This design comes from an exercise in tuning for small area on the open sky130 flow, not from production work. The RTL was checked by simulation tests, not by an equivalence proof against the original design.

// fir_filter
module fir_filter (
    input  wire signed [15:0] i_fir_data_in,
    input  wire               i_fir_en,
    input  wire               i_tap_wr_en,
    input  wire        [5:0]  i_tap_wr_addr,
    input  wire        [15:0] i_tap_wr_data,
    input  wire               i_clk,
    input  wire               i_rst_n,
    output reg  signed [31:0] o_fir_data_out
);
reg [15:0] tap [0:50];
reg [16:0] buffer [0:50];
reg [31:0] acc_a, acc_b;    
reg [21:0] macc_n;
integer i;
always @(posedge i_clk or negedge i_rst_n) begin
    if (!i_rst_n) begin
        tap[0] <= 16'hfffd;
        tap[1] <= 16'hffeb;
        tap[2] <= 16'hffda;
        tap[3] <= 16'hffcb;
        tap[4] <= 16'hffc5;
        tap[5] <= 16'hffd2;
        tap[6] <= 16'hfffa;
        tap[7] <= 16'h003e;
        tap[8] <= 16'h0093;
        tap[9] <= 16'h00df;
        tap[10] <= 16'h0102;
        tap[11] <= 16'h00da;
        tap[12] <= 16'h0051;
        tap[13] <= 16'hff6e;
        tap[14] <= 16'hfe56;
        tap[15] <= 16'hfd51;
        tap[16] <= 16'hfcbe;
        tap[17] <= 16'hfcfd;
        tap[18] <= 16'hfe56;
        tap[19] <= 16'h00e3;
        tap[20] <= 16'h0480;
        tap[21] <= 16'h08c7;
        tap[22] <= 16'h0d24;
        tap[23] <= 16'h10e9;
        tap[24] <= 16'h1377;
        tap[25] <= 16'h145f;
        tap[26] <= 16'h1377;
        tap[27] <= 16'h10e9;
        tap[28] <= 16'h0d24;
        tap[29] <= 16'h08c7;
        tap[30] <= 16'h0480;
        tap[31] <= 16'h00e3;
        tap[32] <= 16'hfe56;
        tap[33] <= 16'hfcfd;
        tap[34] <= 16'hfcbe;
        tap[35] <= 16'hfd51;
  ...
Size: ~74 I/O pins, roughly 310000 um^2 of cells after synthesis.
clock: 12.0 ns
lec_check: 0
abc_area: 1
cap_margin: 30
core_margin: 2
core_utilization: 45
place_density: 0.55
slew_margin: 30
synth_hierarchical: 1
synth_minimum_keep_size: 0
run.sh (not shown) runs the stock make flow with config.mk's settings and CLKGATE_MAP_FILE= SYNTH_SCRIPT=/design/flow/synth_recipe.tcl, a recipe that flattens the netlist after the stock synthesis.
The baseline reached the layout checks and failed them: slew limit.
Then changed:
- CORE_UTILIZATION: 45 -> 30
- CTS_CLUSTER_DIAMETER: not set -> 100
- CTS_CLUSTER_SIZE: not set -> 30
- PLACE_DENSITY: 0.55 -> 0.4
After rerunning: Now the flow finished but failed the layout checks on antenna rules. Wire length increases by about 15%. Fmax grows by about 2.7%. Via count falls by about 7%. Count of clock-buffer cells in the layout falls by 139. Global-route usage falls by 16 points. Sequential cell count stays the same. Core utilization is lower by 15 points. Cell area climbs by about 2.2%. Synthesized cell count does not change.
Then changed:
- CORE_UTILIZATION: 30 -> 40
- CTS_CLUSTER_DIAMETER: 100 -> not set
- CTS_CLUSTER_SIZE: 30 -> not set
- PLACE_DENSITY: 0.4 -> 0.5
The new run completed, yet does not pass: antenna rules.
Routed wire length is lower by 9.6%.
Final area went down by 1.6%.
Area after synthesis does not change.
Cell count goes down by 7.6%.
Clock skew rises by 0.017 ns.
Then changed:
- CORE_UTILIZATION: 40 -> 30
- PLACE_DENSITY: 0.5 -> 0.4
Result: The changed run completed, yet does not pass: antenna rules; core utilization drops by 9.9 points; non-clock buffer count is higher by 280; final cell count goes up by a little under a tenth; global-route usage falls by 11 points.
Then changed:
- CTS_CLUSTER_DIAMETER: not set -> 100
- CTS_CLUSTER_SIZE: not set -> 30
- PLACE_DENSITY: 0.4 -> 0.45
After rerunning: The changed run completed, yet does not pass: antenna rules; worst setup slack got worse by 0.045 ns; hold slack improved by 0.0047 ns; synthesized area stays the same; utilization goes down by 0.40 points.

========
Another version of the RTL of fir_filter (not shown whole).
Size in the first run: roughly 34000 cells after synthesis, roughly 74 I/O pins, ~310000 sq um of cells after synthesis.
export LEC_CHECK = 0
export ABC_AREA = 1
export CAP_MARGIN = 30
export CORE_MARGIN = 2
export CORE_UTILIZATION = 40
export PLACE_DENSITY = 0.5
export SLEW_MARGIN = 30
export SYNTH_HIERARCHICAL = 1
export SYNTH_MINIMUM_KEEP_SIZE = 0
create_clock -name core_clock -period 12.0 [get_ports {i_clk}]
Edit:
Settings changed: CORE_UTILIZATION 40 to 30, CTS_CLUSTER_DIAMETER from default to 100, CTS_CLUSTER_SIZE from default to 30.
=>
- critical path depth came out higher by 1
- maximum frequency rises by 2.3%
- die area rises by 33%
- setup slack improved by 0.24 ns
- register-to-register slack gets better by 0.24 ns
- routed wire length goes up by 8.3%

[port drivers added, routing unchanged]
In the flow no input, the clock included, has a driving cell. The finished layouts below were timed again as built, in two steps. Step 1 assumes that a clkbuf_16 drives the clock port and a buf_2 every other input. Step 2, shift: input delay + t, output delay - t, t = (earliest + latest rising clock arrival at the registers) / 2. This alone moves slack from input paths to output paths. a / b / c = ideal ports / drivers / drivers and shift; a / b = the first two.
run | t (ns) | setup slack, ns | slew at the worst register clock pin (ns) | worst slew at a driven data input, ns | pins driven straight from the clock port
the first run of note 1 | 1.272 | 0.898 / 0.898 / 0.898 | 0.08 / 0.08 | 0.12 | 1
the second run of note 1 | 1.337 | 1.186 / 1.186 / 1.186 | 0.12 / 0.12 | 0.35 | 1
the third run of note 1 | 1.277 | 0.732 / 0.732 / 0.732 | 0.08 / 0.08 | 0.20 | 1
the fourth run of note 1 | 1.286 | 1.247 / 1.247 / 1.247 | 0.08 / 0.08 | 0.33 | 1
the fifth run of note 1 | 1.315 | 1.201 / 1.201 / 1.201 | 0.12 / 0.12 | 0.20 | 1
the first run of note 2 | 1.292 | 1.338 / 1.338 / 1.338 | 0.10 / 0.10 | 0.54 | 1
the second run of note 2 | 1.344 | 1.573 / 1.573 / 1.492 | 0.12 / 0.12 | 0.58 | 1
For the second run of note 2, which loses most, drivers alone change the setup slack by 0.000 ns; drivers and shift together by -0.081 ns.
